Source: an optimization exercise on an open RTL-to-GDS flow (aim: small area). Production flows keep margins and buffers that such runs may drop. Where RTL was checked, it was by simulation tests only, not by an equivalence proof against the original. The RTL of run 4 was laid out without a check of its function. Power figures rest on the tool's default switching activity, not on a simulated workload.

File: design/flow/config.mk
export PLATFORM = sky130hd
export DESIGN_NAME = lab4_2
export DESIGN_NICKNAME = lab4_2
export VERILOG_FILES = /design/flow/design.v
export SDC_FILE = /design/flow/constraint.sdc
export NUM_CORES = 4
export LEC_CHECK = 0
export CAP_MARGIN = 20
export CORE_MARGIN = 2
export CORE_UTILIZATION = 25
export SLEW_MARGIN = 20
File: design/flow/constraint.sdc
create_clock -name core_clock -period 12.0 [get_ports {CLK}]
set_input_delay 2.4000 -clock core_clock [delete_from_list [all_inputs] [get_ports {CLK}]]
set_output_delay 2.4000 -clock core_clock [all_outputs]
set_load 0.01 [all_outputs]
File: design/flow/design.v
`timescale 1ns / 1ps
module lab4_2(
			input[2:0] studentID,
			input[2:0] credit,
			input [1:0] mode,
			input  incTime,
			input CLK, 
			input rst,
			output reg [4:0]  stime,
			output reg  [2:0] idOutput,
			output reg endOfListWar,
			output reg  [3:0] studentCount,
			output reg  [6:0] totalCredits
	);
	reg [14:0]students[1:7];
	always @(posedge CLK) 
	begin
	if (rst == 1)
	begin
		stime = 0;
		idOutput = 0;
		endOfListWar = 0;
		studentCount = 0;
		totalCredits = 0;
		students[1] = 15'b0;
		students[2] = 15'b0;
		students[3] = 15'b0;
		students[4] = 15'b0;
		students[5] = 15'b0;
		students[6] = 15'b0;
		students[7] = 15'b0;
	end
	else if (incTime == 1)
	begin
		if(stime < 24)
		begin
		stime = stime +1;
		end
		if(stime == 24)
		begin
		stime = 0;
		end
		if (students[1][14:12] == 3'b001)
		begin
		students[1][4:0] = 5'b00000;
		end
		if (students[2][14:12] == 3'b010)
		begin
		students[2][4:0] = 5'b00000;
		end
		if (students[3][14:12] == 3'b011)
		begin
		students[3][4:0] = 5'b00000;
		end
		if (students[4][14:12] == 3'b100)
		begin
		students[4][4:0] = 5'b00000;
		end
		if (students[5][14:12] == 3'b101)
		begin
		students[5][4:0] = 5'b00000;
		end
		if (students[6][14:12] == 3'b110)
		begin
		students[6][4:0] = 5'b00000;
		end
		if (students[7][14:12] == 3'b111)
		begin
		students[7][4:0] = 5'b00000;
		end
	end
	else if (mode==0)
	begin
		if (students[studentID[2]*4 + studentID[1]*2 + studentID[0]][14:12] != studentID && studentID[2]*4 + studentID[1]*2 + studentID[0] != 0)
		begin
		students[studentID[2]*4 + studentID[1]*2 + studentID[0]][14:12] = studentID;
		students[studentID[2]*4 + studentID[1]*2 + studentID[0]][11:6] = 6'b000000;
		students[studentID[2]*4 + studentID[1]*2 + studentID[0]][5] = 0;
		students[studentID[2]*4 + studentID[1]*2 + studentID[0]][4:0] = 5'b00000;
		studentCount = studentCount + 1;
		end
		idOutput = 0;
		endOfListWar = 0;
		students[1][5] = 0;
		students[2][5] = 0;
		students[3][5] = 0;
		students[4][5] = 0;
		students[5][5] = 0;
		students[6][5] = 0;
		students[7][5] = 0;
	end
	else if (mode==1)
	begin
		if (studentID[2]*4 + studentID[1]*2 + studentID[0] != 0 && students[studentID[2]*4 + studentID[1]*2 + studentID[0]][14:12] == studentID && students[studentID[2]*4 + studentID[1]*2 + studentID[0]][6] + students[studentID[2]*4 + studentID[1]*2 + studentID[0]][7]*2 + students[studentID[2]*4 + studentID[1]*2 + studentID[0]][8]*4 + students[studentID[2]*4 + studentID[1]*2 + studentID[0]][9]*8 + students[studentID[2]*4 + studentID[1]*2 + studentID[0]][10]*16 + students[studentID[2]*4 + studentID[1]*2 + studentID[0]][11]*32 > credit[2]*4 + credit[1]*2 + credit[0])
		begin
		students[studentID[2]*4 + studentID[1]*2 + studentID[0]][11:6] = students[studentID[2]*4 + studentID[1]*2 + studentID[0]][11:6] - credit;
		totalCredits = totalCredits - credit;
		students[studentID[2]*4 + studentID[1]*2 + studentID[0]][4:0] = students[studentID[2]*4 + studentID[1]*2 + studentID[0]][4:0] + credit;
		end
		idOutput = 0;
		endOfListWar = 0;
		students[1][5] = 0;
		students[2][5] = 0;
		students[3][5] = 0;
		students[4][5] = 0;
		students[5][5] = 0;
		students[6][5] = 0;
		students[7][5] = 0;
	end
	else if (mode==2)
	begin
		if (students[1][14:12] == 3'b001 && students[1][0] + students[1][1]*2 + students[1][2]*4 + students[1][3]*8 + students[1][4]*16 < 5)
		begin
		students[1][11:6] = students[1][11:6] + credit;
		totalCredits = totalCredits + credit;
		end
		if(students[1][0] + students[1][1]*2 + students[1][2]*4 + students[1][3]*8 + students[1][4]*16 > 4)
		begin
		students[1][4:0] = 5'b00000;
		end
		if (students[2][14:12] == 3'b010 && students[2][0] + students[2][1]*2 + students[2][2]*4 + students[2][3]*8 + students[2][4]*16 < 5)
		begin
		students[2][11:6] = students[2][11:6] + credit;
		totalCredits = totalCredits + credit;
		end
		if(students[2][0] + students[2][1]*2 + students[2][2]*4 + students[2][3]*8 + students[2][4]*16 > 4)
		begin
		students[2][4:0] = 5'b00000;
		end
		if (students[3][14:12] == 3'b011 && students[3][0] + students[3][1]*2 + students[3][2]*4 + students[3][3]*8 + students[3][4]*16 < 5)	
		begin
		students[3][11:6] = students[3][11:6] +  credit;
		totalCredits = totalCredits + credit;
		end
		if(students[3][0] + students[3][1]*2 + students[3][2]*4 + students[3][3]*8 + students[3][4]*16 > 4)
		begin
		students[3][4:0] = 5'b00000;
		end
		if (students[4][14:12] == 3'b100 && students[4][0] + students[4][1]*2 + students[4][2]*4 + students[4][3]*8 + students[4][4]*16 < 5)	
		begin
		students[4][11:6] = students[4][11:6] + credit;
		totalCredits = totalCredits + credit;
		end
		if(students[4][0] + students[4][1]*2 + students[4][2]*4 + students[4][3]*8 + students[4][4]*16 > 4)
		begin
		students[4][4:0] = 5'b00000;
		end
		if (students[5][14:12] == 3'b101 && students[5][0] + students[5][1]*2 + students[5][2]*4 + students[5][3]*8 + students[5][4]*16 < 5)	
		begin
		students[5][11:6] = students[5][11:6] + credit;
		totalCredits = totalCredits + credit;
		end
		if(students[5][0] + students[5][1]*2 + students[5][2]*4 + students[5][3]*8 + students[5][4]*16 > 4)
		begin
		students[5][4:0] = 5'b00000;
		end
		if (students[6][14:12] == 3'b110 && students[6][0] + students[6][1]*2 + students[6][2]*4 + students[6][3]*8 + students[6][4]*16 < 5)	
		begin
		students[6][11:6] = students[6][11:6] + credit;
		totalCredits = totalCredits + credit;
		end
		if(students[6][0] + students[6][1]*2 + students[6][2]*4 + students[6][3]*8 + students[6][4]*16 > 4)
		begin
		students[6][4:0] = 5'b00000;
		end
		if (students[7][14:12] == 3'b111 && students[7][0] + students[7][1]*2 + students[7][2]*4 + students[7][3]*8 + students[7][4]*16 < 5)	
		begin
		students[7][11:6] = students[7][11:6] + credit;
		totalCredits = totalCredits + credit;
		end
		if(students[7][0] + students[7][1]*2 + students[7][2]*4 + students[7][3]*8 + students[7][4]*16 > 4)
		begin
		students[7][4:0] = 5'b00000;
		end
		idOutput = 0;
		endOfListWar = 0;
		students[1][5] = 0;
		students[2][5] = 0;
		students[3][5] = 0;
		students[4][5] = 0;
		students[5][5] = 0;
		students[6][5] = 0;
		students[7][5] = 0;
	end
	else if (mode==3)
	begin
		if (((students[1][6] + students[1][7]*2 + students[1][8]*4 + students[1][9]*8 + students[1][10]*16 + students[1][11]*32) < (credit[2]*4 + credit[1]*2 + credit[0])) && (students[1][14:12] == 3'b001) && students[1][5] == 0)
		begin
		idOutput[2:0] = students[1][14:12];
		students[1][5] = 1;
		end
		else if (((students[2][6] + students[2][7]*2 + students[2][8]*4 + students[2][9]*8 + students[2][10]*16 + students[2][11]*32) < (credit[2]*4 + credit[1]*2 + credit[0])) && (students[2][14:12] == 3'b010) && students[2][5] == 0)
		begin
		idOutput[2:0] = students[2][14:12];
		students[2][5] = 1;
		end
		else if (((students[3][6] + students[3][7]*2 + students[3][8]*4 + students[3][9]*8 + students[3][10]*16 + students[3][11]*32) < (credit[2]*4 + credit[1]*2 + credit[0])) && (students[3][14:12] == 3'b011) && students[3][5] == 0)
		begin
		idOutput[2:0] = students[3][14:12];
		students[3][5] = 1;
		end
		else if (((students[4][6] + students[4][7]*2 + students[4][8]*4 + students[4][9]*8 + students[4][10]*16 + students[4][11]*32) < (credit[2]*4 + credit[1]*2 + credit[0])) && (students[4][14:12] == 3'b100) && students[4][5] == 0)
		begin
		idOutput[2:0] = students[4][14:12];
		students[4][5] = 1;
		end
		else if (((students[5][6] + students[5][7]*2 + students[5][8]*4 + students[5][9]*8 + students[5][10]*16 + students[5][11]*32) < (credit[2]*4 + credit[1]*2 + credit[0])) && (students[5][14:12] == 3'b101) && students[5][5] == 0)
		begin
		idOutput[2:0] = students[5][14:12];
		students[5][5] = 1;
		end
		else if (((students[6][6] + students[6][7]*2 + students[6][8]*4 + students[6][9]*8 + students[6][10]*16 + students[6][11]*32) < (credit[2]*4 + credit[1]*2 + credit[0])) && (students[6][14:12] == 3'b110) && students[6][5] == 0)
		begin
		idOutput[2:0] = students[6][14:12];
		students[6][5] = 1;
		end
		else if (((students[7][6] + students[7][7]*2 + students[7][8]*4 + students[7][9]*8 + students[7][10]*16 + students[7][11]*32) < (credit[2]*4 + credit[1]*2 + credit[0])) && (students[7][14:12] == 3'b111) && students[7][5] == 0)
		begin
		idOutput[2:0] = students[7][14:12];
		students[7][5] = 1;
		end
		else
		begin
		idOutput = 0;
		endOfListWar = 1;
		end
	end
	end
endmodule
File: design/flow/run.sh
#!/bin/bash
# synth_recipe.tcl (not shown) runs the flow's synth.tcl, then flattens the netlist and writes it again
# the make line also repeats each setting of config.mk as NAME=value (left out here)
make -C /OpenROAD-flow-scripts/flow DESIGN_CONFIG=/design/flow/config.mk WORK_HOME=/design/flow/orfs CLKGATE_MAP_FILE= SYNTH_SCRIPT=/design/flow/synth_recipe.tcl finish
==> out/results.ini, run 1 <==
[outcome]
outcome = timing/DRC/antenna clean

[finish]
diodes = 0
nets = 1416
drive_above_1_share = 0.106
fin_cells = 1854
final_core_util = 0.290
area_growth_pct = 14.1

[yosys]
syn-cell-area_um2 = 10400
synth.most_common_cell = a21oi_1
seq_area_frac_synth = 0.281
synth_common_cells = 158 x a21oi_1, 125 x dfxtp_1, 115 x nor2_1
async_flop_share = 0
syn_area_per_cell_um2 = 8.07
ys_warn_count = 2
synth_area_leaders = dfxtp_1 24%, ha_1 9.5%, a21oi_1 7.6%, nor2_1 4.2%, edfxtp_1 4.0%
synthCells = 1286
synth_edf_count = 14
synth-seq-cells = 139
synth_cell_types = 90
synth_top_area_cell = dfxtp_1
netlist.area_leader.share = 0.241
synth-main-ff-cell = dfxtp_1

[critical_path]
crit_slowest_cell = or4b_1
criticalPathCategory = primary input to register
rr_endpoint = totalCredits[6]$_SDFFE_PP0P_
crit_arrival_ns = 9.87
required_ns = 12.36
critPathMaxStageDelay_ns = 0.48
critPathCapture = totalCredits[6]$_SDFFE_PP0P_
critPathMaxFanout = 24
worst-r2r-cell-count = 25
critPathLaunch = credit[0]
cp-end-kind = register
cp-start-kind = primary input
r2r_slack_ns = 4.50
worstReg2RegStart = students[1][12]$_SDFFE_PP0P_

[floorplan]
core-area_um2 = 40900
io_pins = 31
die_y_um = 208
die_area_um2 = 43200
rows = 74
start_util = 0.254
die_x_um = 208

[clock_network]
cts-root-buf = clkbuf_16
clkSinkCount = 139
clkLatencyLatePin_ns = 0.44
cts_buffers = 17
clk_path_buf_depth = 2
cts-htree-levels = 4
cts.repair.resized = 0
cts_tree = done
postCtsHoldBufs = 0
cts_setup_buffers = 0
clk_pin_slew_worst_paths_ns = 0.06

[drt]
drt_pass1_iterations = 6
wl_per_cell_um = 17.6
ant_nets = 0
avgViaCountPerCell = 5.19
drc = 0
finalWirelength_um = 32600
dr_total_vias = 9615
drt_iter0_drc = 860

[timing]
period_share = 0.793
tns_ns = 0
setup_viol = 0
rsz0062_at_grt = false
finalCriticalPeriod_ns = 9.51
hold_viol = 0
fin_skew_ns = 0.0118
drv_slew = 0
fmax_mhz = 105
worstMarginPinSlew_ns = 1.04
maxSlewHeadroom = 0.304

[place]
dp_cells = 1822
port_buffers = 30
gp_congestion = 0.864
dp_hpwl_um = 24000

[global_route]
grt_pass1_vias = 9090
grt_pass1_wl_um = 50700
grt_max_degree = 82
grt-ovfl-total = 0
grt_antenna_before_repair = 0
grtUsageTotal = 0.148

[power]
pwr-share-comb = 0.180
internal_power_uw = 860
p_sw_uw = 377
p_clk_frac = 0.415
p_per_area_nw_per_um2 = 104
p_leak_nw = 4.38
peakVddDrop_mv = 0.0828
swShare = 0.305
seq_power_share = 0.406

[min_path]
hold_path.class = register to register

[run]
maxCapViolations = 0

[critical path: cells and delay by family]
family	cells	cell delay (ns)
buf+inv	3	0.84
xor+xnor	3	0.44
simple gates	2	0.72
fa+ha+maj	8	3.06
mux	5	1.53
compound gates	5	0.87
[worst min-delay path by stage]
stage | startpoint | endpoint | slack, ns | cells after the start
after floorplan | students[3][13]$_SDFFE_PP0P_ | students[3][13]$_SDFFE_PP0P_ | 0.43 | 2
after global placement | idOutput[2]$_SDFFE_PP0P_ | idOutput[2]$_SDFFE_PP0P_ | 0.45 | 2
after detailed placement | idOutput[2]$_SDFFE_PP0P_ | idOutput[2]$_SDFFE_PP0P_ | 0.45 | 2
after CTS | idOutput[0]$_SDFFE_PP0P_ | idOutput[0]$_SDFFE_PP0P_ | 0.46 | 2
after global routing | idOutput[2]$_SDFFE_PP0P_ | idOutput[2]$_SDFFE_PP0P_ | 0.50 | 2
final | idOutput[0]$_SDFFE_PP0P_ | idOutput[0]$_SDFFE_PP0P_ | 0.46 | 2
[power by group through the flow]
| stage | clock network [mW] | logic [mW] | registers [mW] |
|---|---|---|---|
| global route | 0.540 | 0.247 | 0.504 |
| finish | 0.513 | 0.222 | 0.502 |
| floorplan | 0 | 0.154 | 0.507 |
| global placement | 0 | 0.215 | 0.511 |
| CTS | 0.521 | 0.221 | 0.502 |
| detailed placement | 0 | 0.220 | 0.512 |
[cell families after synthesis]
group,Yosys count,share of synthesized area
and+or+nand+nor,459,0.225
AOI/OAI and AO/OA,386,0.236
DFF,139,0.281
buffers and inverters,121,0.0463
adders and majority gates,97,0.129
xor gates and xnor gates,43,0.0377
muxes,40,0.0433
other,1,0.000361
[routing by layer]
layer,GRT usage,routed length [µm],vias to the layer above
met2,0.256,15800,283
li1,-,-,4646
met4,0.0773,1550,0
met1,0.177,13700,4611
met5,0,0,-
met3,0.0238,1510,75
[placed cells by master, fill, tap and decap left out, drive strengths merged, types with 15 or more instances in the layout]
master / count
nor2b: 25
a21oi: 159
or2: 44
buf: 22
nand3: 54
nor2: 116
o21ai: 75
ha: 79
fa: 17
mux2i: 19
mux2: 19
a221oi: 21
nand2b: 25
inv: 68
o211ai: 26
xnor2: 31
clkbuf: 20
dfxtp: 125
a211oi: 25
nor3: 15
nand2: 106
clkdlybuf4s50: 27
[registers in the layout, indices dropped and copies added (netlist names)]
| signal | count |
|---|---|
| endOfListWar | 1 |
| idOutput | 3 |
| stime | 5 |
| studentCount | 4 |
| students | 119 |
| totalCredits | 7 |
[layout make-up]
cell class                 instances  area (µm²)
inverter                          63         236
fill                            4383       29100
timing repair buffer              49         430
clock buffer                      20         447
multi-input combinational       1039        7040
clock inverter                    12         111
sequential                       139        2920
tap                              532         666
[stage by stage]
stage	worst slack (ns)	hold WS [ns]	area, µm²	power, mW
floorplan	3.20	0.431	10400	0.661
global placement	2.14	0.450	11300	0.726
detailed placement	2.04	0.451	11300	0.732
CTS	2.49	0.459	11900	1.24
global route	2.09	0.495	11900	1.29
finish	2.49	0.455	11900	1.24
==> run 2: changes to the inputs <==
==> design/flow/design.v (replaced) <==
`timescale 1ns / 1ps
module lab4_2(
			input[2:0] studentID,
			input[2:0] credit,
			input [1:0] mode,
			input  incTime,
			input CLK,
			input rst,
			output reg [4:0]  stime,
			output reg  [2:0] idOutput,
			output reg endOfListWar,
			output [3:0] studentCount,
			output reg  [6:0] totalCredits
	);
	reg [7:1] rg, rp;
	reg [5:0] R [1:7];
	reg [4:0] S [1:7];
	function [7:0] radd;
		input [7:0] a, b;
		input ci;
		input integer n;
		integer i;
		reg c;
		begin
			radd = 8'd0;
			c = ci;
			for (i = 0; i < 8; i = i + 1)
				if (i < n) begin
					radd[i] = a[i] ^ b[i] ^ c;
					c = (a[i] & b[i]) | (c & (a[i] ^ b[i]));
				end else if (i == n)
					radd[i] = c;
		end
	endfunction
	function [2:0] pop7;
		input [6:0] x;
		reg s1, c1, s2, c2, c3;
		begin
			s1 = x[0] ^ x[1] ^ x[2]; c1 = (x[0] & x[1]) | (x[2] & (x[0] ^ x[1]));
			s2 = x[3] ^ x[4] ^ x[5]; c2 = (x[3] & x[4]) | (x[5] & (x[3] ^ x[4]));
			pop7[0] = s1 ^ s2 ^ x[6]; c3 = (s1 & s2) | (x[6] & (s1 ^ s2));
			pop7[1] = c1 ^ c2 ^ c3;
			pop7[2] = (c1 & c2) | (c3 & (c1 ^ c2));
		end
	endfunction
	wire sub = mode[0];      
	wire [5:0] opnd = {{3{sub}}, credit ^ {3{sub}}};
	reg [7:1] sel, spend, elig, big, low;
	reg [5:0] sum [1:7];
	reg [6:0] t;
	integer k;
	always @* begin
		for (k = 1; k <= 7; k = k + 1) begin
			t = radd({2'b0, R[k]}, {2'b0, opnd}, sub, 6);
			sum[k]   = t[5:0];
			sel[k]   = (studentID == k);
			spend[k] = sel[k] & rg[k] & t[6] & (|sum[k]);
			big[k]   = (S[k] > 4);
			elig[k]  = rg[k] & ~big[k];
			low[k]   = rg[k] & ~rp[k] & ~t[6];
		end
	end
	reg [4:0] Ssel;
	always @* begin
		Ssel = 5'd0;
		for (k = 1; k <= 7; k = k + 1)
			Ssel = Ssel | (S[k] & {5{sel[k]}});
	end
	wire [7:0] Sn = radd({3'b0, Ssel}, {5'b0, credit}, 1'b0, 5);
	wire [4:0] Snew = Sn[4:0];
	reg [7:1] win;
	reg [2:0] wid;
	always @* begin
		win = 7'd0;
		wid = 3'd0;
		for (k = 7; k >= 1; k = k - 1)
			if (low[k]) begin
				win = 7'd0;
				win[k] = 1'b1;
				wid = k;
			end
	end
	wire [2:0] N = pop7(elig);
	wire [5:0] P = ({3'b0, credit & {3{N[0]}}}) + ({2'b0, credit & {3{N[1]}}, 1'b0}) + ({1'b0, credit & {3{N[2]}}, 2'b0});
	wire anyspend = |spend;
	wire [6:0] tadd = mode[1] ? {1'b0, P} : {4'b1111, ~credit};
	wire [7:0] tn = radd({1'b0, totalCredits}, {1'b0, tadd}, ~mode[1], 7);
	assign studentCount = {1'b0, pop7(rg)};
	always @(posedge CLK) begin
		if (rst) begin
			stime <= 0;
			idOutput <= 0;
			endOfListWar <= 0;
			totalCredits <= 0;
			rg <= 0;
			rp <= 0;
			for (k = 1; k <= 7; k = k + 1) begin
				R[k] <= 0;
				S[k] <= 0;
			end
		end else if (incTime) begin
			stime <= (stime == 5'd23) ? 5'd0 : stime + 5'd1;
			for (k = 1; k <= 7; k = k + 1)
				S[k] <= 0;
		end else begin
			if (mode == 2'd3) begin
				idOutput <= wid;
				if (~|low) endOfListWar <= 1'b1;
				rp <= rp | win;
			end else begin
				idOutput <= 0;
				endOfListWar <= 0;
				rp <= 0;
			end
			if (mode == 2'd0)
				rg <= rg | sel;
			if (mode == 2'd2 || (mode == 2'd1 && anyspend))
				totalCredits <= tn[6:0];
			for (k = 1; k <= 7; k = k + 1) begin
				if ((mode == 2'd1 && spend[k]) || (mode == 2'd2 && elig[k]))
					R[k] <= sum[k];
				if (mode == 2'd1 && spend[k])
					S[k] <= Snew;
				if (mode == 2'd2 && big[k])
					S[k] <= 0;
			end
		end
	end
endmodule
==> design/flow/config.mk (replaced) <==
export PLATFORM = sky130hd
export DESIGN_NAME = lab4_2
export DESIGN_NICKNAME = lab4_2
export VERILOG_FILES = /design/flow/design.v
export SDC_FILE = /design/flow/constraint.sdc
export NUM_CORES = 4
export LEC_CHECK = 0
export ABC_AREA = 1
export CAP_MARGIN = 0
export CORE_MARGIN = 2
export CORE_UTILIZATION = 50
export CTS_BUF_LIST = sky130_fd_sc_hd__clkbuf_8
export SLEW_MARGIN = 0
==> out/results.ini, run 2 <==
[critical_path]
worstReg2RegStart = S[1][1]$_SDFFE_PP0P_  ; was students[1][12]$_SDFFE_PP0P_
cp-end-kind = register  ; unchanged
crit_family = adder cells  ; unchanged
criticalPathCategory = primary input to register  ; unchanged
crit_slowest_cell = xor2_1  ; was or4b_1
cp-start-kind = primary input  ; unchanged
path_common_cell = fa_1
crit_arrival_ns = 7.16  ; was 9.87 ns
r2r_slack_ns = 6.47  ; was 4.50 ns
critPathBufInv = 5  ; was 3
required_ns = 12.30  ; was 12.36 ns
critPathLaunch = credit[1]  ; was credit[0]
critPathMaxFanout = 8  ; was 24
critPathMaxStageDelay_ns = 0.93  ; was 0.48 ns
cp_cell_sequence = clkdlybuf4s50_1 > xor2_1 > fa_1 > inv_1 > fa_1 > inv_1 > fa_1 > fa_1 > inv_1 > fa_1 > nor3_1 > nand3_2 > o21ai_0 > nand2_1 > inv_2 > o21ai_0 > a21oi_1

[yosys]
async_flop_share = 0  ; unchanged
synth-main-ff-cell = dfxtp_1  ; unchanged
ys_warn_count = 4  ; was 2
synthCells = 850  ; was 1286
synth_top_area_cell = dfxtp_1  ; unchanged
syn-cell-area_um2 = 6440  ; was 10400 µm²
synth_common_cells = 130 x inv_1, 130 x nand2_1, 107 x dfxtp_1  ; was 158 x a21oi_1, 125 x dfxtp_1, 115 x nor2_1
synth_edf_count = 0  ; was 14
netlist.area_leader.share = 0.332  ; was 0.241
synth-seq-cells = 107  ; was 139
seq_area_frac_synth = 0.332  ; was 0.281
syn_area_per_cell_um2 = 7.58  ; was 8.07 µm²
synth_area_leaders = dfxtp_1 33%, fa_1 16%, o21ai_0 7.6%, inv_1 7.6%, nand2_1 7.6%  ; was dfxtp_1 24%, ha_1 9.5%, a21oi_1 7.6%, nor2_1 4.2%, edfxtp_1 4.0%
synth_cell_types = 36  ; was 90

[timing]
finalCriticalPeriod_ns = 6.85  ; was 9.51 ns
hold_viol = 0  ; unchanged
setup_viol = 0  ; unchanged
fin_skew_ns = 0.0129  ; was 0.0118 ns
drv_slew = 0  ; unchanged
timing.final.ws_setup_ns = 5.15  ; was 2.49 ns
period_share = 0.571  ; was 0.793
worstMarginPinSlew_ns = 1.16  ; was 1.04 ns
maxSlewHeadroom = 0.226  ; was 0.304
rsz0062_at_grt = false  ; unchanged
fmax_mhz = 146  ; was 105 MHz
tns_ns = 0  ; unchanged

[finish]
fin_cells = 1053  ; was 1854
area_growth_pct = 10.0  ; was 14.1%
fin_area_um2 = 7090  ; was 11900 µm²
nets = 948  ; was 1416
drive_above_1_share = 0.0613  ; was 0.106
mostFrequentLayoutCells = 131 x inv_1, 130 x nand2_1, 107 x dfxtp_1  ; was 158 x a21oi_1, 125 x dfxtp_1, 115 x nor2_1
layout_commonest_cell = inv_1  ; was a21oi_1
largest_reg_flops = 42  ; was 119
fillers = 1243  ; was 4383
diodes = 0  ; unchanged

[clock_network]
cts.repair.resized = 0  ; unchanged
postCtsHoldBufs = 0  ; unchanged
clk_path_buf_depth = 2  ; unchanged
cts_tree = done  ; unchanged
clkLatencyLatePin_ns = 0.39  ; was 0.44 ns
clk_pin_slew_worst_paths_ns = 0.10  ; was 0.06 ns
clkSinkCount = 107  ; was 139
cts-htree-levels = 3  ; was 4
cts_buffers = 9  ; was 17
cts_setup_buffers = 0  ; unchanged
cts-root-buf = clkbuf_8  ; was clkbuf_16

[place]
port_buffers = 29  ; was 30
dp_hpwl_um = 13300  ; was 24000 µm
place_area_um2 = 6860  ; was 11300 µm²
place_ws_ns = 4.79  ; was 2.04 ns
dp_cells = 1037  ; was 1822
gp_congestion = 0.924  ; was 0.864

[global_route]
grt_max_degree = 31  ; was 82
grt-ovfl-total = 0  ; unchanged
grt_pass1_wl_um = 28100  ; was 50700 µm
grt_antenna_before_repair = 0  ; unchanged
grt_pass1_vias = 5469  ; was 9090
grtUsageTotal = 0.258  ; was 0.148

[floorplan]
die_area_um2 = 13800  ; was 43200 µm²
die_y_um = 118  ; was 208 µm
core-area_um2 = 12600  ; was 40900 µm²
io_pins = 31  ; unchanged
start_util = 0.511  ; was 0.254
die_x_um = 118  ; was 208 µm
rows = 41  ; was 74

[power]
power.total_uw = 709  ; was 1.24 mW
p_per_area_nw_per_um2 = 100  ; was 104 nW/µm²
p_leak_nw = 2.88  ; was 4.38 nW
peakVddDrop_mv = 0.0751  ; was 0.0828 mV

[drt]
avgViaCountPerCell = 5.31  ; was 5.19
wl_met1_um = 7590  ; was 13700 µm
drc = 0  ; unchanged
top_layer = met4  ; unchanged
wl_met2_um = 8400  ; was 15800 µm
dr_total_vias = 5589  ; was 9615
drt_pass1_iterations = 5  ; was 6
finalWirelength_um = 17100  ; was 32600 µm
drt_iter0_drc = 348  ; was 860
wl_met3_um = 670  ; was 1510 µm
wl_per_cell_um = 16.2  ; was 17.6 µm
ant_nets = 0  ; unchanged

[min_path]
hold_path.class = register to register  ; unchanged
hold_start = rp[4]$_SDFFE_PP0N_  ; was idOutput[0]$_SDFFE_PP0P_

[outcome]
outcome = timing/DRC/antenna clean  ; unchanged

[run]
maxCapViolations = 0  ; unchanged

[run 2: cell types whose count changed in the layout (fill, tap and decap cells not counted), moves of 27 or more]
cell	previous run	this run
a21oi_1	158	88
fa_1	17	53
ha_1	78	8
inv_1	62	131
nand2_1	102	130
o21ai_0	71	98
[run 2: kinds of logic (layout without fill, tap and decap cells)]
kind of cell    after synthesis  count (layout)  share of synthesized area
xor+xnor                      7               7                    0.00951
fa+ha+maj                    61              61                      0.180
buf+inv                     156             187                     0.0977
simple gates                311             311                      0.212
flops                       107             107                      0.332
other cells                   1               1                   0.000582
compound gates              207             207                      0.167
[run 2: path summary, 6_finish.rpt]
check,end,cells past startpoint
hold reg to reg,rp[4]$_SDFFE_PP0N_,2
setup reg to reg,totalCredits[6]$_SDFFE_PP0P_,20
hold / removal,rp[4]$_SDFFE_PP0N_,2
setup / recovery,R[3][2]$_SDFFE_PP0P_,17
[run 2: report_power, final]
group | switching [mW] | internal, mW
clock network | 0.126 | 0.128
registers | 0.00263 | 0.358
logic | 0.0603 | 0.0335
[run 2: worst reg2reg max path: cells and delay by family (launching register included)]
family / cells / cell delay, ns
and+or+nand+nor: 4 / 0.57
AOI/OAI and AO/OA: 2 / 0.44
buffers and inverters: 4 / 0.28
DFF: 1 / 0.36
adders and majority gates: 9 / 3.64
xor gates and xnor gates: 1 / 0.17
[run 2: per-stage QoR]
step / hold slack, ns / util
floorplan: 0.435 / -
global placement: 0.443 / 0.544
detailed placement: 0.450 / 0.544
CTS: 0.465 / 0.562
global route: 0.496 / 0.562
finish: 0.466 / 0.562
[run 2: area by class of cell]
cell class / instances / area [µm²] / share of cell area
Sequential cell: 107 / 2140 / 0.302
Tap cell: 172 / 215 / 0.0304
Multi-Input combinational cell: 587 / 3680 / 0.519
Clock inverter: 5 / 76.3 / 0.0108
Inverter: 140 / 526 / 0.0741
Timing Repair Buffer: 31 / 300 / 0.0424
Clock buffer: 11 / 151 / 0.0214
[run 2: per-layer routing]
metal  GRT usage  vias up
met4      0.0685        0
met5           0        -
met3      0.0533       30
met1       0.337     2657
li1            -     2788
met2       0.436      114
==> run 3: changes to the inputs <==
==> design/flow/flow/run.sh (new file) <==
#!/bin/bash
# Own layout flow: the standard synthesis, then an area-oriented re-mapping of the
# combinational logic with ABC (registers, adder cells and tie cells kept as they are),
# then the rest of the standard layout (floorplan to finish) on that netlist.
set -euo pipefail
WORK=$(pwd)
RES=$WORK/orfs/results/$FLOW_PLATFORM/lab4_2/base
YOSYS=yosys
if [[ -x $FLOW_HOME/../tools/install/yosys/bin/yosys ]]; then
  YOSYS=$FLOW_HOME/../tools/install/yosys/bin/yosys
fi

# 1. standard synthesis, unchanged
bash standard.sh synth > $WORK/flow_1_synth.log 2>&1

# 2. re-map the combinational logic for area
cp $RES/1_2_yosys.v $WORK/1_2_yosys_standard.v
LIB=$FLOW_HOME/platforms/$FLOW_PLATFORM/lib/sky130_fd_sc_hd__tt_025C_1v80.lib
DU=$(sed -n '/DONT_USE_CELLS +=/,/^$/p' $FLOW_HOME/platforms/$FLOW_PLATFORM/config.mk \
  | grep -o 'sky130_fd_sc_hd__[A-Za-z0-9_]*' | sed 's/^/-dont_use /' | tr '\n' ' ')
sed -e "s#@LIB@#$LIB#g" -e "s#@IN@#$WORK/1_2_yosys_standard.v#g" \
    -e "s#@OUT@#$WORK/1_2_yosys_remap.v#g" -e "s#@ABC@#$WORK/flow/area.abc#g" \
    -e "s#@DU@#$DU#g" flow/remap.ys > $WORK/remap.ys
$YOSYS -s $WORK/remap.ys > $WORK/flow_2_remap.log 2>&1
cp $WORK/1_2_yosys_remap.v $RES/1_2_yosys.v
rm -f $RES/1_synth.odb $RES/1_synth.sdc

# 3. the rest of the standard layout: ports buffered with the smallest buffer, and a clock
# tree without dummy loads
bash standard.sh \
  "BUFFER_PORTS_ARGS=-buffer_cell sky130_fd_sc_hd__buf_1" \
  "CTS_ARGS=-sink_clustering_enable -repair_clock_nets -dont_use_dummy_load -buf_list sky130_fd_sc_hd__clkbuf_8" \
  finish > $WORK/flow_3_layout.log 2>&1
==> design/flow/flow/area.abc (new file) <==
strash
&get -n
&dch -f
&nf -p -C 32 -R 1000
&put
topo
==> design/flow/flow/remap.ys (new file) <==
read_liberty -ignore_miss_func @LIB@
read_verilog @IN@
hierarchy -top lab4_2
setattr -mod -set keep_hierarchy 1 sky130_fd_sc_hd__*df* sky130_fd_sc_hd__conb_* sky130_fd_sc_hd__fa_* sky130_fd_sc_hd__ha_*
flatten -noscopeinfo
opt_clean
stat -liberty @LIB@
abc -script @ABC@ -liberty @LIB@ @DU@
opt_clean -purge
hilomap -singleton -hicell sky130_fd_sc_hd__conb_1 HI -locell sky130_fd_sc_hd__conb_1 LO
insbuf -buf sky130_fd_sc_hd__buf_4 A X
splitnets
opt_clean -purge
stat -liberty @LIB@
blackbox sky130_fd_sc_hd__*
write_verilog -noattr -nohex -nodec @OUT@
==> design/flow/standard.sh (new file) <==
#!/bin/bash
# synth_recipe.tcl (not shown) runs the flow's synth.tcl, then flattens the netlist and writes it again
# the make line also repeats each setting of config.mk as NAME=value (left out here)
make -C /OpenROAD-flow-scripts/flow DESIGN_CONFIG=/design/flow/config.mk WORK_HOME=/design/flow/orfs CLKGATE_MAP_FILE= SYNTH_SCRIPT=/design/flow/synth_recipe.tcl "${@:-finish}"
--- a/design/flow/config.mk
+++ b/design/flow/config.mk
@@ -9,5 +9,4 @@
 export CAP_MARGIN = 0
 export CORE_MARGIN = 2
 export CORE_UTILIZATION = 50
-export CTS_BUF_LIST = sky130_fd_sc_hd__clkbuf_8
 export SLEW_MARGIN = 0
removed: design/flow/run.sh
==> out/results.ini, run 3 <==
[outcome]
outcome = timing/DRC/antenna clean  ; unchanged

[timing]
fmax_mhz = 137  ; was 146 MHz
setup_viol = 0  ; unchanged
maxSlewHeadroom = 0.273  ; was 0.226
tns_ns = 0  ; unchanged
finalCriticalPeriod_ns = 7.33  ; was 6.85 ns
worstMarginPinSlew_ns = 1.09  ; was 1.16 ns
rsz0062_at_grt = false  ; unchanged
hold_viol = 0  ; unchanged
drv_slew = 0  ; unchanged
period_share = 0.610  ; was 0.571
fin_skew_ns = 0.0318  ; was 0.0129 ns

[floorplan]
rows = 40  ; was 41
io_pins = 31  ; unchanged
die_y_um = 114  ; was 118 µm
die_area_um2 = 12900  ; was 13800 µm²
core-area_um2 = 11900  ; was 12600 µm²
die_x_um = 114  ; was 118 µm
start_util = 0.507  ; was 0.511

[drt]
avgViaCountPerCell = 5.66  ; was 5.31
drt_pass1_iterations = 5  ; unchanged
wl_met2_um = 6810  ; was 8400 µm
wl_met3_um = 540  ; was 670 µm
dr_total_vias = 4686  ; was 5589
drt_iter0_drc = 354  ; was 348
finalWirelength_um = 14100  ; was 17100 µm
wl_per_cell_um = 17.0  ; was 16.2 µm
top_layer = met4  ; unchanged
drc = 0  ; unchanged
ant_nets = 0  ; unchanged
wl_met1_um = 6450  ; was 7590 µm

[critical_path]
critPathLaunch = mode[0]  ; was credit[1]
cp-start-kind = primary input  ; unchanged
r2r_slack_ns = 6.25  ; was 6.47 ns
worst-r2r-cell-count = 19  ; was 20
required_ns = 12.22  ; was 12.30 ns
critPathBufInv = 5  ; unchanged
critPathMaxFanout = 22  ; was 8
crit_slowest_cell = xor2_1  ; unchanged
cp-end-kind = register  ; unchanged
crit_family = simple AND/OR/NAND/NOR gates  ; was adder cells
criticalPathCategory = primary input to register  ; unchanged
worstReg2RegStart = S[1][1]$_SDFFE_PP0P_  ; unchanged
cp_cell_sequence = clkbuf_2 > buf_4 > xor2_1 > fa_1 > clkinv_1 > fa_1 > clkinv_1 > fa_1 > fa_1 > clkinv_1 > fa_1 > nand3b_1 > nor3_1 > nand2_1 > nand4b_1 > nor2_1 > a31oi_1 > nor2_1 > mux2i_1 > nor2_1  ; was clkdlybuf4s50_1 > xor2_1 > fa_1 > inv_1 > fa_1 > inv_1 > fa_1 > fa_1 > inv_1 > fa_1 > nor3_1 > nand3_2 > o21ai_0 > nand2_1 > inv_2 > o21ai_0 > a21oi_1
rr_endpoint = totalCredits[6]$_SDFFE_PP0P_  ; unchanged
crit_arrival_ns = 7.55  ; was 7.16 ns
path_common_cell = fa_1  ; unchanged
critPathMaxStageDelay_ns = 0.90  ; was 0.93 ns

[yosys]
ys_warn_count = 4  ; unchanged
syn_area_per_cell_um2 = 9.18  ; was 7.58 µm²
syn-cell-area_um2 = 6010  ; was 6440 µm²
synthCells = 655  ; was 850

[clock_network]
clk_pin_slew_worst_paths_ns = 0.10  ; about the same
cts-root-buf = clkbuf_8  ; unchanged
cts_buffers = 9  ; unchanged
clkLatencyLatePin_ns = 0.38  ; was 0.39 ns
cts_tree = done  ; unchanged
clkSinkCount = 107  ; unchanged
cts-htree-levels = 3  ; unchanged
cts.repair.resized = 0  ; unchanged
clk_path_buf_depth = 2  ; unchanged
cts_setup_buffers = 0  ; unchanged
postCtsHoldBufs = 0  ; unchanged

[min_path]
hold_start = idOutput[2]$_SDFFE_PP0N_  ; was rp[4]$_SDFFE_PP0N_
hold_path.class = register to register  ; unchanged
worstHoldEndpoint = idOutput[2]$_SDFFE_PP0N_  ; was rp[4]$_SDFFE_PP0N_
worstHoldPathCells = 1  ; was 2

[power]
seq_power_share = 0.589  ; was 0.509
pwr-share-comb = 0.119  ; was 0.132
internal_power_uw = 450  ; was 519 µW
swShare = 0.265  ; was 0.267
peakVddDrop_mv = 0.0648  ; was 0.0751 mV
p_clk_frac = 0.292  ; was 0.359
p_sw_uw = 163  ; was 189 µW
p_per_area_nw_per_um2 = 96.7  ; was 100 nW/µm²
p_leak_nw = 2.07  ; was 2.88 nW

[place]
gp_congestion = 0.844  ; was 0.924
dp_hpwl_um = 10700  ; was 13300 µm
place_area_um2 = 6220  ; was 6860 µm²
port_buffers = 29  ; unchanged

[global_route]
grt_pass1_vias = 4733  ; was 5469
grt-ovfl-total = 0  ; unchanged
grt_pass1_wl_um = 24000  ; was 28100 µm
grt_max_degree = 47  ; was 31
grt_antenna_before_repair = 0  ; unchanged
grtUsageTotal = 0.240  ; was 0.258

[finish]
diodes = 0  ; unchanged
nets = 755  ; was 948
largest_reg_flops = 42  ; unchanged
mostFrequentLayoutCells = 125 x nor2_1, 107 x dfxtp_1, 65 x clkinv_1  ; was 131 x inv_1, 130 x nand2_1, 107 x dfxtp_1
area_growth_pct = 5.47  ; was 10.0%
fin_area_um2 = 6340  ; was 7090 µm²
drive_above_1_share = 0.0220  ; was 0.0613
layout_commonest_cell = nor2_1  ; was inv_1

[run]
maxCapViolations = 0  ; unchanged

run 3: worst max-delay path by stage:
stage / to / slack, ns / cells after the start
3_5_place_dp: R[3][1]$_SDFFE_PP0P_ / 4.22 / 19
4_1_cts: R[1][5]$_SDFFE_PP0P_ / 4.62 / 20
5_1_grt: R[4][2]$_SDFFE_PP0P_ / 4.07 / 19
2_1_floorplan: R[4][0]$_SDFFE_PP0P_ / 5.58 / 15
6_report: R[1][1]$_SDFFE_PP0P_ / 4.67 / 20
3_3_place_gp: R[5][3]$_SDFFE_PP0P_ / 4.34 / 19
run 3: metal layers:
metal	GRT usage	vias up
li1	-	2296
met5	0	-
met1	0.313	2275
met4	0.0748	0
met2	0.397	95
met3	0.0558	20
run 3: power groups by stage:
stage	clock, mW	combinational [mW]	sequential [mW]
final	0.179	0.0729	0.361
after global routing	0.201	0.0826	0.361
after CTS	0.188	0.0737	0.361
after detailed placement	0	0.0731	0.369
after global placement	0	0.0719	0.369
after floorplan	0	0.0470	0.368
run 3: final cells by class:
cell class	instances	area, µm²
fillers	1127	5520
clock buffers	9	124
flip-flops and latches	107	2140
well taps	147	184
inverters	65	244
repair buffers	33	141
multi-input cells	467	3500
run 3: worst reg2reg max path, stage by stage, from the launching register on:
cell	delay, ns
dfxtp_1	0.34
o21a_1	0.18
nor3_1	0.40
nand2_1	0.18
fa_1	0.52
clkinv_1	0.08
fa_1	0.39
clkinv_1	0.06
fa_1	0.45
nor2b_1	0.18
fa_1	0.44
ha_1	0.24
clkinv_1	0.06
fa_1	0.40
and2_0	0.18
fa_1	0.41
fa_1	0.38
fa_1	0.38
xnor2_1	0.14
a211oi_1	0.23
run 3: through the flow:
step,util,hold WS (ns),std cells,setup WS (ns),total power [mW]
global route,0.534,0.489,828,4.07,0.645
finish,0.534,0.482,828,4.67,0.613
floorplan,-,0.426,655,5.58,0.415
CTS,0.534,0.477,828,4.62,0.622
detailed placement,0.524,0.457,819,4.22,0.442
global placement,0.524,0.438,819,4.34,0.441
==> run 4: changes to the inputs <==
--- a/design/flow/design.v
+++ b/design/flow/design.v
@@ -43,11 +43,16 @@
 			pop7[2] = (c1 & c2) | (c3 & (c1 ^ c2));
 		end
 	endfunction
+	wire live = ~rst & ~incTime;
+	wire m0 = live & (mode == 2'd0);
+	wire m1 = live & (mode == 2'd1);
+	wire m2 = live & (mode == 2'd2);
+	wire m3 = live & (mode == 2'd3);
 	wire sub = mode[0];      
 	wire [5:0] opnd = {{3{sub}}, credit ^ {3{sub}}};
-	reg [7:1] sel, spend, elig, big, low;
+	reg [7:1] sel, spend, elig, big, low, updR, holdR, updS, holdS;
 	reg [5:0] sum [1:7];
-	reg [6:0] t;
+	reg [7:0] t;
 	integer k;
 	always @* begin
 		for (k = 1; k <= 7; k = k + 1) begin
@@ -58,6 +63,10 @@
 			big[k]   = (S[k] > 4);
 			elig[k]  = rg[k] & ~big[k];
 			low[k]   = rg[k] & ~rp[k] & ~t[6];
+			updR[k]  = (m1 & spend[k]) | (m2 & elig[k]);
+			holdR[k] = ~rst & ~updR[k];
+			updS[k]  = m1 & spend[k];
+			holdS[k] = live & ~updS[k] & ~(m2 & big[k]);
 		end
 	end
 	reg [4:0] Ssel;
@@ -87,6 +96,10 @@
 	wire [7:0] tn = radd({1'b0, totalCredits}, {1'b0, tadd}, ~mode[1], 7);
 	assign studentCount = {1'b0, pop7(rg)};
 	always @(posedge CLK) begin
+		for (k = 1; k <= 7; k = k + 1) begin
+			R[k] <= ({6{updR[k]}} & sum[k]) | ({6{holdR[k]}} & R[k]);
+			S[k] <= ({5{updS[k]}} & Snew) | ({5{holdS[k]}} & S[k]);
+		end
 		if (rst) begin
 			stime <= 0;
 			idOutput <= 0;
@@ -94,14 +107,8 @@
 			totalCredits <= 0;
 			rg <= 0;
 			rp <= 0;
-			for (k = 1; k <= 7; k = k + 1) begin
-				R[k] <= 0;
-				S[k] <= 0;
-			end
 		end else if (incTime) begin
 			stime <= (stime == 5'd23) ? 5'd0 : stime + 5'd1;
-			for (k = 1; k <= 7; k = k + 1)
-				S[k] <= 0;
 		end else begin
 			if (mode == 2'd3) begin
 				idOutput <= wid;
@@ -116,14 +123,6 @@
 				rg <= rg | sel;
 			if (mode == 2'd2 || (mode == 2'd1 && anyspend))
 				totalCredits <= tn[6:0];
-			for (k = 1; k <= 7; k = k + 1) begin
-				if ((mode == 2'd1 && spend[k]) || (mode == 2'd2 && elig[k]))
-					R[k] <= sum[k];
-				if (mode == 2'd1 && spend[k])
-					S[k] <= Snew;
-				if (mode == 2'd2 && big[k])
-					S[k] <= 0;
-			end
 		end
 	end
 endmodule
==> design/flow/flow/run.sh (replaced) <==
#!/bin/bash
# Own layout flow:
#  1. the standard synthesis, unchanged;
#  2. the combinational logic re-mapped for area with a few ABC scripts (registers, full-adder
#     and tie cells kept as they are); the smallest result that yosys proves equivalent to the
#     standard netlist is kept, else the standard netlist;
#  3. the rest of the standard layout, with the ports buffered by the smallest buffer and a
#     clock tree without dummy loads.
# Each tool's output goes to a log file of its own in this folder.
set -uo pipefail
WORK=$(pwd)
RES=$WORK/orfs/results/$FLOW_PLATFORM/lab4_2/base
YOSYS=yosys
if [[ -x $FLOW_HOME/../tools/install/yosys/bin/yosys ]]; then
  YOSYS=$FLOW_HOME/../tools/install/yosys/bin/yosys
fi

bash standard.sh synth > $WORK/flow_1_synth.log 2>&1 || exit 1

cp $RES/1_2_yosys.v $WORK/std.v
LIB=$FLOW_HOME/platforms/$FLOW_PLATFORM/lib/sky130_fd_sc_hd__tt_025C_1v80.lib
DU=$(sed -n '/DONT_USE_CELLS +=/,/^$/p' $FLOW_HOME/platforms/$FLOW_PLATFORM/config.mk \
  | grep -o 'sky130_fd_sc_hd__[A-Za-z0-9_]*' | sed 's/^/-dont_use /' | tr '\n' ' ')
mkdir -p $WORK/remap
for s in flow/abc_*.abc; do
  n=$(basename $s .abc)
  sed -e "s#@LIB@#$LIB#g" -e "s#@IN@#$WORK/std.v#g" -e "s#@OUT@#$WORK/remap/$n.v#g" \
      -e "s#@ABC@#$WORK/$s#g" -e "s#@DU@#$DU#g" flow/remap.ys > $WORK/remap/$n.ys
  ( $YOSYS -s $WORK/remap/$n.ys > $WORK/remap/$n.log 2>&1 ) &
done
wait
# smallest first
ls $WORK/remap/*.log | while read l; do
  a=$(grep "Chip area for top module" $l | tail -1 | awk '{print $NF}')
  [[ -n "$a" && -s ${l%.log}.v ]] && echo "$a ${l%.log}"
done | sort -g > $WORK/remap/areas.txt
cat $WORK/remap/areas.txt
chosen=""
while read a base; do
  sed -e "s#@LIB@#$LIB#g" -e "s#@GOLD@#$WORK/std.v#g" -e "s#@GATE@#$base.v#g" flow/equiv.ys > $base.eq.ys
  if timeout 900 $YOSYS -s $base.eq.ys > $base.eq.log 2>&1; then chosen=$base; break; fi
done < $WORK/remap/areas.txt
if [[ -n "$chosen" ]]; then
  echo "remap: using $chosen"
  cp $chosen.v $RES/1_2_yosys.v
  rm -f $RES/1_synth.odb $RES/1_synth.sdc
else
  echo "remap: none proven, keeping the standard netlist"
fi

bash standard.sh \
  "BUFFER_PORTS_ARGS=-buffer_cell sky130_fd_sc_hd__buf_1" \
  "CTS_ARGS=-sink_clustering_enable -repair_clock_nets -dont_use_dummy_load -buf_list sky130_fd_sc_hd__clkbuf_8" \
  finish > $WORK/flow_3_layout.log 2>&1
==> design/flow/flow/abc_amap.abc (new file) <==
strash
dch -f
amap
topo
==> design/flow/flow/abc_ds3_nf.abc (new file) <==
strash
&get -n
&deepsyn -T 20 -S 3
&dch -f
&nf -p -C 32 -R 1000
&put
topo
==> design/flow/flow/abc_ds_amap.abc (new file) <==
strash
&get -n
&deepsyn -T 20
&put
dch -f
amap
topo
==> design/flow/flow/abc_ds_nf.abc (new file) <==
strash
&get -n
&deepsyn -T 20
&dch -f
&nf -p -C 32 -R 1000
&put
topo
==> design/flow/flow/abc_nf.abc (new file) <==
strash
&get -n
&dch -f
&nf -p -C 32 -R 1000
&put
topo
==> design/flow/flow/equiv.ys (new file) <==
read_liberty -ignore_miss_func @LIB@
read_verilog @GOLD@
rename lab4_2 gold
read_verilog @GATE@
rename lab4_2 gate
flatten -noscopeinfo gold gate
opt_clean
equiv_make gold gate equiv
hierarchy -top equiv
equiv_simple -seq 2
equiv_induct
equiv_status -assert
==> design/flow/flow/remap.ys (replaced) <==
read_liberty -ignore_miss_func @LIB@
read_verilog @IN@
hierarchy -top lab4_2
setattr -mod -set keep_hierarchy 1 sky130_fd_sc_hd__*df* sky130_fd_sc_hd__conb_* sky130_fd_sc_hd__fa_*
flatten -noscopeinfo
opt_clean
abc -script @ABC@ -liberty @LIB@ @DU@
opt_clean -purge
hilomap -singleton -hicell sky130_fd_sc_hd__conb_1 HI -locell sky130_fd_sc_hd__conb_1 LO
insbuf -buf sky130_fd_sc_hd__buf_4 A X
splitnets
opt_clean -purge
stat -liberty @LIB@
blackbox sky130_fd_sc_hd__*
write_verilog -noattr -nohex -nodec @OUT@
removed: design/flow/flow/area.abc
==> out/results.ini, run 4 <==
[finish]
diodes = 0  ; unchanged
fin_area_um2 = 5980  ; was 6340 µm²
drive_above_1_share = 0.0211  ; was 0.0220
fin_cells = 802  ; was 828
nets = 728  ; was 755
mostFrequentLayoutCells = 138 x clkinv_1, 107 x dfxtp_1, 95 x o22ai_1  ; was 125 x nor2_1, 107 x dfxtp_1, 65 x clkinv_1
largest_reg_flops = 42  ; unchanged
area_growth_pct = 5.64  ; was 5.47%
layout_commonest_cell = clkinv_1  ; was nor2_1

[floorplan]
core-area_um2 = 10900  ; was 11900 µm²
start_util = 0.518  ; was 0.507
rows = 38  ; was 40
io_pins = 31  ; unchanged
die_x_um = 110  ; was 114 µm
die_area_um2 = 12200  ; was 12900 µm²
die_y_um = 110  ; was 114 µm

[critical_path]
criticalPathCategory = primary input to register  ; unchanged
worst-r2r-cell-count = 22  ; was 19
cp-start-kind = primary input  ; unchanged
r2r_slack_ns = 6.20  ; was 6.25 ns
cp_cell_sequence = clkbuf_2 > buf_4 > clkinv_1 > o22ai_1 > fa_1 > clkinv_1 > fa_1 > clkinv_1 > fa_1 > fa_1 > clkinv_1 > fa_1 > nand2_1 > nor4_1 > a2111oi_0 > nand4_1 > o21ai_0 > nor2_1 > a22o_1  ; was clkbuf_2 > buf_4 > xor2_1 > fa_1 > clkinv_1 > fa_1 > clkinv_1 > fa_1 > fa_1 > clkinv_1 > fa_1 > nand3b_1 > nor3_1 > nand2_1 > nand4b_1 > nor2_1 > a31oi_1 > nor2_1 > mux2i_1 > nor2_1
critPathMaxStageDelay_ns = 0.91  ; was 0.90 ns
crit_arrival_ns = 8.65  ; was 7.55 ns
critPathMaxFanout = 27  ; was 22
worstReg2RegStart = S[4][1]$_DFF_P_  ; was S[1][1]$_SDFFE_PP0P_
cp-end-kind = register  ; unchanged
rr_endpoint = totalCredits[6]$_SDFFE_PP0P_  ; unchanged
required_ns = 12.28  ; was 12.22 ns
critPathBufInv = 6  ; was 5
path_common_cell = fa_1  ; unchanged
crit_family = compound AO/OA/AOI/OAI gates  ; was simple AND/OR/NAND/NOR gates
crit_slowest_cell = o22ai_1  ; was xor2_1

[yosys]
synthCells = 636  ; was 655
syn_area_per_cell_um2 = 8.90  ; was 9.18 µm²
syn-cell-area_um2 = 5660  ; was 6010 µm²
ys_warn_count = 4  ; unchanged

[min_path]
hold_path.class = register to register  ; unchanged
worstHoldPathCells = 2  ; was 1
worstHoldEndpoint = idOutput[2]$_SDFFE_PP0N_  ; unchanged
hold_start = idOutput[2]$_SDFFE_PP0N_  ; unchanged

[clock_network]
postCtsHoldBufs = 0  ; unchanged
clk_pin_slew_worst_paths_ns = 0.08  ; was 0.10 ns
clk_path_buf_depth = 2  ; unchanged
clkLatencyLatePin_ns = 0.40  ; was 0.38 ns
cts_buffers = 9  ; unchanged
cts_setup_buffers = 0  ; unchanged
cts.repair.resized = 0  ; unchanged
cts_tree = done  ; unchanged
cts-root-buf = clkbuf_8  ; unchanged
cts-htree-levels = 3  ; unchanged
clkSinkCount = 107  ; unchanged

[drt]
drt_iter0_drc = 375  ; was 354
drt_pass1_iterations = 5  ; unchanged
avgViaCountPerCell = 5.69  ; was 5.66
ant_nets = 0  ; unchanged
wl_per_cell_um = 17.7  ; was 17.0 µm
drc = 0  ; unchanged
finalWirelength_um = 14200  ; was 14100 µm
dr_total_vias = 4565  ; was 4686

[timing]
maxSlewHeadroom = 0.230  ; was 0.273
finalCriticalPeriod_ns = 8.37  ; was 7.33 ns
hold_viol = 0  ; unchanged
fin_skew_ns = 0.0295  ; was 0.0318 ns
rsz0062_at_grt = false  ; unchanged
setup_viol = 0  ; unchanged
drv_slew = 0  ; unchanged
period_share = 0.697  ; was 0.610
tns_ns = 0  ; unchanged
fmax_mhz = 120  ; was 137 MHz
worstMarginPinSlew_ns = 1.14  ; was 1.09 ns

[global_route]
grtUsageTotal = 0.246  ; was 0.240
grt_max_degree = 28  ; was 47
grt_pass1_vias = 4680  ; was 4733
grt-ovfl-total = 0  ; unchanged
grt_antenna_before_repair = 0  ; unchanged
grt_pass1_wl_um = 23700  ; was 24000 µm

[outcome]
outcome = timing/DRC/antenna clean  ; unchanged

[place]
dp_cells = 793  ; was 819
place_area_um2 = 5860  ; was 6220 µm²
dp_hpwl_um = 11100  ; was 10700 µm
gp_congestion = 0.929  ; was 0.844
port_buffers = 29  ; unchanged

[power]
p_per_area_nw_per_um2 = 103  ; was 96.7 nW/µm²
power.total_uw = 614  ; was 613 µW
peakVddDrop_mv = 0.0878  ; was 0.0648 mV
p_leak_nw = 1.96  ; was 2.07 nW

[run]
maxCapViolations = 0  ; unchanged

==> run 4: cell count changes in the layout (fill, tap and decap cells not counted), moves of 8 or more <==
cell,delta
nor2_1,-70
xnor2_1,-8
a21oi_1,-13
nand3b_1,-8
clkinv_1,+73
o21a_1,-11
a22o_1,+21
ha_1,-8
a211oi_1,-48
nor4_1,+9
o22ai_1,+92
mux2i_1,-24
nand2_1,-8
a22oi_1,-10
==> run 4: stage by stage <==
step | setup slack, ns | utilization | hold WS (ns)
detailed placement | 3.38 | 0.535 | 0.446
floorplan | 5.32 | - | 0.426
global placement | 3.46 | 0.535 | 0.448
CTS | 3.79 | 0.547 | 0.472
finish | 3.63 | 0.547 | 0.468
global route | 3.20 | 0.547 | 0.505
==> run 4: how the worst max path moves through the flow <==
stage,startpoint,end,slack [ns],cells after the start
floorplan,mode[0],R[1][1]$_DFF_P_,5.32,17
global placement,mode[0],R[5][3]$_DFF_P_,3.46,19
detailed placement,mode[0],R[5][1]$_DFF_P_,3.38,19
CTS,mode[0],R[5][1]$_DFF_P_,3.79,19
global route,mode[0],R[5][1]$_DFF_P_,3.20,19
finish,mode[0],R[5][1]$_DFF_P_,3.63,19
==> run 4: worst min-delay path, stage by stage, from the launching register on <==
cell and delay [ns]:
dfxtp_1 0.32, clkinv_1 0.04, o32ai_1 0.06
==> run 4: routing by layer <==
metal  part of all wire  global-route usage
met5                  0                   0
met4              0.017              0.0908
met2               0.47               0.397
met1               0.45               0.327
met3              0.060              0.0538
==> run 4: final cells by class <==
cell class / instances / area (µm²)
multi-input combinational: 375 / 2880
fill: 1048 / 4960
inverter: 138 / 518
sequential: 107 / 2140
clock buffer: 9 / 124
timing repair buffer: 33 / 140
tap: 140 / 175
==> run 4: power by group <==
group	internal, mW	leakage, nW	switching, mW
registers	0.358	0.863	0.00214
logic	0.0229	1.03	0.0492
clock network	0.0676	0.0647	0.115
total	0.448	1.96	0.166
==> run 5: changes to the inputs <==
--- a/design/flow/design.v
+++ b/design/flow/design.v
@@ -89,22 +89,20 @@
 				wid = k;
 			end
 	end
-	wire [2:0] N = pop7(elig);
+	wire [2:0] N = pop7(updR);
 	wire [5:0] P = ({3'b0, credit & {3{N[0]}}}) + ({2'b0, credit & {3{N[1]}}, 1'b0}) + ({1'b0, credit & {3{N[2]}}, 2'b0});
-	wire anyspend = |spend;
-	wire [6:0] tadd = mode[1] ? {1'b0, P} : {4'b1111, ~credit};
-	wire [7:0] tn = radd({1'b0, totalCredits}, {1'b0, tadd}, ~mode[1], 7);
+	wire [7:0] tn = radd({1'b0, totalCredits}, {1'b0, sub, P ^ {6{sub}}}, sub, 7);
 	assign studentCount = {1'b0, pop7(rg)};
 	always @(posedge CLK) begin
 		for (k = 1; k <= 7; k = k + 1) begin
 			R[k] <= ({6{updR[k]}} & sum[k]) | ({6{holdR[k]}} & R[k]);
 			S[k] <= ({5{updS[k]}} & Snew) | ({5{holdS[k]}} & S[k]);
 		end
+		totalCredits <= {7{~rst}} & tn[6:0];
 		if (rst) begin
 			stime <= 0;
 			idOutput <= 0;
 			endOfListWar <= 0;
-			totalCredits <= 0;
 			rg <= 0;
 			rp <= 0;
 		end else if (incTime) begin
@@ -121,8 +119,6 @@
 			end
 			if (mode == 2'd0)
 				rg <= rg | sel;
-			if (mode == 2'd2 || (mode == 2'd1 && anyspend))
-				totalCredits <= tn[6:0];
 		end
 	end
 endmodule
==> out/results.ini, run 5 <==
[drt]
drt_iter0_drc = 319  ; was 375
wl_per_cell_um = 17.4  ; was 17.7 µm
drc = 0  ; unchanged
ant_nets = 0  ; unchanged
avgViaCountPerCell = 5.73  ; was 5.69
finalWirelength_um = 14100  ; was 14200 µm
drt_pass1_iterations = 5  ; unchanged
dr_total_vias = 4625  ; was 4565

[clock_network]
clkLatencyLatePin_ns = 0.39  ; was 0.40 ns
cts.repair.resized = 0  ; unchanged
cts_buffers = 9  ; unchanged
cts_setup_buffers = 0  ; unchanged
clkSinkCount = 107  ; unchanged
clk_pin_slew_worst_paths_ns = 0.10  ; was 0.08 ns
cts-htree-levels = 3  ; unchanged
clk_path_buf_depth = 2  ; unchanged
cts-root-buf = clkbuf_8  ; unchanged
cts_tree = done  ; unchanged
postCtsHoldBufs = 0  ; unchanged

[global_route]
grt_pass1_wl_um = 23300  ; was 23700 µm
grt_max_degree = 28  ; unchanged
grtUsageTotal = 0.259  ; was 0.246
grt_pass1_vias = 4554  ; was 4680
grt-ovfl-total = 0  ; unchanged
grt_antenna_before_repair = 0  ; unchanged

[timing]
fin_skew_ns = 0.0227  ; was 0.0295 ns
rsz0062_at_grt = false  ; unchanged
setup_viol = 0  ; unchanged
worstMarginPinSlew_ns = 0.948  ; was 1.14 ns
maxSlewHeadroom = 0.368  ; was 0.230
period_share = 0.916  ; was 0.697
fmax_mhz = 91.0  ; was 120 MHz
drv_slew = 0  ; unchanged
tns_ns = 0  ; unchanged
hold_viol = 0  ; unchanged
finalCriticalPeriod_ns = 10.99  ; was 8.37 ns

[min_path]
worstHoldPathCells = 2  ; unchanged
hold_path.class = register to register  ; unchanged

[power]
p_leak_nw = 1.99  ; was 1.96 nW
p_per_area_nw_per_um2 = 106  ; was 103 nW/µm²
peakVddDrop_mv = 0.0882  ; was 0.0878 mV

[critical_path]
cp-end-kind = register  ; unchanged
path_common_cell = fa_1  ; unchanged
crit_slowest_cell = fa_1  ; was o22ai_1
critPathMaxFanout = 15  ; was 27
critPathMaxStageDelay_ns = 0.54  ; was 0.91 ns
cp-start-kind = primary input  ; unchanged
crit_arrival_ns = 11.27  ; was 8.65 ns
worst-r2r-cell-count = 35  ; was 22
required_ns = 12.29  ; was 12.28 ns
criticalPathCategory = primary input to register  ; unchanged

[finish]
nets = 732  ; was 728
final_core_util = 0.554  ; was 0.547
drive_above_1_share = 0.0390  ; was 0.0211
largest_reg_flops = 42  ; unchanged
diodes = 0  ; unchanged
mostFrequentLayoutCells = 136 x clkinv_1, 107 x dfxtp_1, 93 x o22ai_1  ; was 138 x clkinv_1, 107 x dfxtp_1, 95 x o22ai_1
layout_commonest_cell = clkinv_1  ; unchanged
area_growth_pct = 7.86  ; was 5.64%

[yosys]
ys_warn_count = 4  ; unchanged
syn-cell-area_um2 = 5590  ; was 5660 µm²
synthCells = 625  ; was 636
syn_area_per_cell_um2 = 8.94  ; was 8.90 µm²

[place]
port_buffers = 29  ; unchanged
dp_hpwl_um = 10900  ; was 11100 µm
gp_congestion = 0.943  ; was 0.929

[outcome]
outcome = timing/DRC/antenna clean  ; unchanged

[floorplan]
start_util = 0.513  ; was 0.518
die_area_um2 = 12000  ; was 12200 µm²
rows = 38  ; unchanged
core-area_um2 = 10900  ; about the same
die_y_um = 110  ; about the same
io_pins = 31  ; unchanged
die_x_um = 110  ; about the same

[run]
maxCapViolations = 0  ; unchanged

-- run 5: final timing paths --
path / endpoint / slack (ns) / startpoint
max: totalCredits[6]$_DFF_P_ / 1.01 / mode[0]
min: idOutput[1]$_SDFFE_PP0N_ / 0.47 / idOutput[1]$_SDFFE_PP0N_
min reg2reg: idOutput[1]$_SDFFE_PP0N_ / 0.47 / idOutput[1]$_SDFFE_PP0N_
max reg2reg: totalCredits[6]$_DFF_P_ / 3.32 / R[3][0]$_DFF_P_
-- run 5: final cells by class --
class                           count  area [µm²]
Multi-Input combinational cell    370        2850
Tap cell                          140         175
Clock buffer                        9         124
Inverter                          136         510
Fill cell                        1032        4860
Sequential cell                   107        2140
Timing Repair Buffer               45         230
-- run 5: metrics by stage --
stage               total power [mW]  hold WS (ns)  cell area, µm²  setup WS (ns)  cells
floorplan                      0.440         0.426            5590          0.959    625
global placement               0.468         0.451            5900          0.908    798
detailed placement             0.470         0.449            5900          0.661    798
CTS                            0.648         0.470            6030           1.02    807
global route                   0.673         0.491            6030          0.309    807
finish                         0.639         0.469            6030           1.01    807
-- run 5: worst max-delay path: cells and delay by family --
kind	cells	cell delay (ns)
compound gates	7	1.21
fa+ha+maj	13	5.04
buf+inv	12	1.66
simple gates	7	0.96
-- run 5: per-layer routing --
metal	wire length [µm]	part of all wire	global-route usage
met4	266	0.019	0.0814
met3	905	0.064	0.0711
met5	0	0	0
met2	6460	0.46	0.412
met1	6450	0.46	0.343
-- run 5: report_power, final --
part / switching, mW / internal (mW)
clock: 0.110 / 0.0675
combinational: 0.0583 / 0.0333
sequential: 0.00661 / 0.364

[what the ideal ports hide]
The flow's constraints put no driver on any port. The routed layouts listed below were extracted and timed again, unchanged, in two steps.
Step 1 (the two cells are an assumption about what drives the block):
set clk [get_ports {CLK}]
set_driving_cell -lib_cell sky130_fd_sc_hd__clkbuf_16 $clk
set_driving_cell -lib_cell sky130_fd_sc_hd__buf_2 [delete_from_list [all_inputs] $clk]
Step 2 times the ports against the registers' clock, not the clock port: input delays grow and output delays shrink by t, the midpoint of the rising clock arrivals with the driver on.
a / b / c = ideal ports / drivers / drivers and shift; a / b = the first two.
run | t, ns | setup slack, ns | worst setup path at the end | pins driven straight from the clock port
run 1 | 0.479 | 2.489 / 2.514 / 2.035 | input to register | 1
run 2 | 0.417 | 5.148 / 5.161 / 4.743 | input to register | 1
run 3 | 0.403 | 4.675 / 4.689 / 4.286 | input to register | 1
run 4 | 0.420 | 3.635 / 3.621 / 3.200 | input to register | 1
run 5 | 0.412 | 1.011 / 1.015 / 0.603 | input to register | 1
After both steps setup and hold are still met in every run listed. For run 1, which loses most, drivers alone change the setup slack by +0.025 ns; drivers and shift together by -0.454 ns.
